Source: an optimization exercise on an open RTL-to-GDS flow (aim: small area and a short achievable clock period). Production flows keep margins and buffers that such runs may drop. Where RTL was checked, it was by simulation tests only, not by an equivalence proof against the original. Power figures rest on the tool's default switching activity, not on a simulated workload.

## the previous run
==> module HWA, before the edit <==
module HWA(
    input [12:0]        in,
    input               clock_d,
    input               clock_s,
    output logic [12:0] out,
    output logic        done
);
localparam [10:0] SGN = 11'b01010001010;    
logic [11:0] l12 [0:21];
logic [9:0]  l10 [22:25];
logic [7:0]  l8  [26:29];
logic [5:0]  l6  [30:33];
logic [1:0]  l2  [34:37];
logic [11:0] q;       
logic [11:0] rq;      
logic        qlast;   
logic [10:0] seg2;    
logic [11:0] tapv;    
logic        sgn;     
logic        bit_r;   
VDC vdc(.clock(clock_d), .reset(clock_s), .cnt(q), .rev(rq), .nxt(), .last(qlast));
logic       nz10;     
logic [1:0] r34;
assign nz10 = |l6[33][3:0];
assign r34  = (l6[33][5:4] == 2'd3) ? 2'd3 : l6[33][5:4] + {1'b0, nz10};
logic [10:0] seg_n;
always_comb begin
    logic [11:0] ge;      
    ge[0]  = 1'b1;
    ge[1]  = q >= 12'd1;
    ge[2]  = q >= 12'd22;
    ge[3]  = q >= 12'd100;
    ge[4]  = q >= 12'd337;
    ge[5]  = q >= 12'd1280;
    ge[6]  = q >= 12'd2813;
    ge[7]  = q >= 12'd3755;
    ge[8]  = q >= 12'd3992;
    ge[9]  = q >= 12'd4070;
    ge[10] = q >= 12'd4091;
    ge[11] = q >= 12'd4094;   
    for (int s = 0; s < 11; s++) seg_n[s] = ge[s] & ~ge[s+1];
    seg_n[0] = seg_n[0] | ge[11];
end
logic [11:0] tapv_n;
always_comb
    tapv_n = ({12{seg2[0]}}  & {l2[37], 10'b0})
           | ({12{seg2[1]}}  & {l6[33], 6'b0})
           | ({12{seg2[2]}}  & {l8[29], 4'b0})
           | ({12{seg2[3]}}  & {l10[25], 2'b0})
           | ({12{seg2[4]}}  & l12[21])
           | ({12{seg2[5]}}  & l12[19])
           | ({12{seg2[6]}}  & l12[17])
           | ({12{seg2[7]}}  & l12[13])
           | ({12{seg2[8]}}  & l12[9])
           | ({12{seg2[9]}}  & l12[5])
           | ({12{seg2[10]}} & l12[1]);
logic gt;
always_comb begin
    logic [11:0] g1, e1;
    logic [5:0]  g2, e2;
    logic [2:0]  g3, e3;
    for (int i = 0; i < 12; i++) begin
        g1[i] = tapv[i] & ~rq[i];
        e1[i] = ~(tapv[i] ^ rq[i]);
    end
    for (int i = 0; i < 6; i++) begin
        g2[i] = g1[2*i+1] | (e1[2*i+1] & g1[2*i]);
        e2[i] = e1[2*i+1] & e1[2*i];
    end
    for (int i = 0; i < 3; i++) begin
        g3[i] = g2[2*i+1] | (e2[2*i+1] & g2[2*i]);
        e3[i] = e2[2*i+1] & e2[2*i];
    end
    gt = g3[2] | (e3[2] & g3[1]) | (e3[2] & e3[1] & g3[0]);
end
logic [12:0] acc_carry;
assign acc_carry[0] = bit_r;
for (genvar i = 1; i < 13; i++) begin : g_acc_carry
    assign acc_carry[i] = bit_r & (&out[i-1:0]);
end
always_ff @(posedge clock_d) begin
    if (clock_s) begin
        l12[0] <= in[11:0];
        for (int j = 1; j < 22; j++) l12[j] <= l12[j-1];
        l10[22] <= {l12[21][11:3], |l12[21][2:0]};
        for (int j = 23; j < 26; j++) l10[j] <= l10[j-1];
        l8[26] <= {l10[25][9:3], |l10[25][2:0]};
        for (int j = 27; j < 30; j++) l8[j] <= l8[j-1];
        l6[30] <= {l8[29][7:3], |l8[29][2:0]};
        for (int j = 31; j < 34; j++) l6[j] <= l6[j-1];
        l2[34] <= r34;
        for (int j = 35; j < 38; j++) l2[j] <= l2[j-1];
    end
end
always_ff @(posedge clock_d) begin
    if (clock_s) begin
        out   <= 13'd0;
        done  <= 1'b0;
        seg2  <= 11'd1;                    
        tapv  <= {l2[36], 10'b0};          
        sgn   <= SGN[0];
        bit_r <= |l2[36];                  
    end else begin
        out   <= out ^ acc_carry;
        done  <= qlast;
        seg2  <= seg_n;
        tapv  <= tapv_n;
        sgn   <= |(seg2 & SGN);
        bit_r <= gt ^ sgn;
    end
end
endmodule
Settings: LEC_CHECK=0, CAP_MARGIN=20, CORE_MARGIN=2, CORE_UTILIZATION=40, CTS_CLUSTER_DIAMETER=100, CTS_CLUSTER_SIZE=28, SETUP_SLACK_MARGIN=4.1, SLEW_MARGIN=20, SYNTH_MEMORY_MAX_BITS=32768; clock period 6.5 ns.
run.sh (not shown) runs the stock make flow with config.mk's settings and CLKGATE_MAP_FILE= SYNTH_SCRIPT=/design/flow/synth_recipe.tcl, a recipe that flattens the netlist after the stock synthesis.
The inputs of the current run differ from those of the previous run as listed below.
-- flow/design.v --
<<< the previous run, line 72
           | ({12{seg2[4]}}  & l12[21])
           | ({12{seg2[5]}}  & l12[19])
           | ({12{seg2[6]}}  & l12[17])
           | ({12{seg2[7]}}  & l12[13])
           | ({12{seg2[8]}}  & l12[9])
           | ({12{seg2[9]}}  & l12[5])
           | ({12{seg2[10]}} & l12[1]);
logic gt;
always_comb begin
>>> the current run, line 72
           | ({12{seg2[4]}}  & l12[21])
           | ({12{seg2[5]}}  & l12[19])
           | ({12{seg2[6]}}  & {l12[17][11:1], 1'b0})
           | ({12{seg2[7]}}  & {l12[13][11:3], 3'b0})
           | ({12{seg2[8]}}  & {l12[9][11:5], 5'b0})
           | ({12{seg2[9]}}  & {l12[5][11:7], 7'b0})
           | ({12{seg2[10]}} & {l12[1][11:10], 10'b0});
logic gt;
always_comb begin
==> results.txt <==
- The current run ran to completion and came out clean on the timing, design-rule and antenna checks.
- Side by side, share of power burned in the clock network turned out higher in the current run than in the previous run.
- The current run ended with less sum of net half-perimeters after detailed placement than the previous run.
- Higher switching power goes to the previous run over the current run.
- Looking at busiest layer in global routing, the met2 result is from the current run; the met1 one comes from the previous run.
- The lower clock-buffer cell count came out of the previous run.
- Looking at wire length, the current run sits about 10% lower than the previous run does.
The RTL of the current run was laid out without a check of its function.

## afterwards: timing with drivers on the ports
The flow's constraints put no driver on any port. The routed layouts listed below were extracted and timed again, unchanged, in two steps. Step 1 assumes that a clkbuf_16 drives the clock port and a buf_2 every other input. Step 2 also shifts input and output timing later by t, the mid clock arrival at the registers, as if the neighbouring blocks saw the same clock. Slacks: ideal ports / drivers / drivers and shift; pairs: ideal ports / drivers.
run | t (ns) | setup WS [ns] | clock arrival spread, ns
the previous run | 0.570 | 4.180 / 4.131 / 3.624 | 0.028 / 0.028
the current run | 0.559 | 4.162 / 4.115 / 3.668 | 0.013 / 0.014
After both steps setup and hold are still met in every run listed. For the previous run, which loses most, drivers alone change the setup slack by -0.049 ns; drivers and shift together by -0.556 ns.
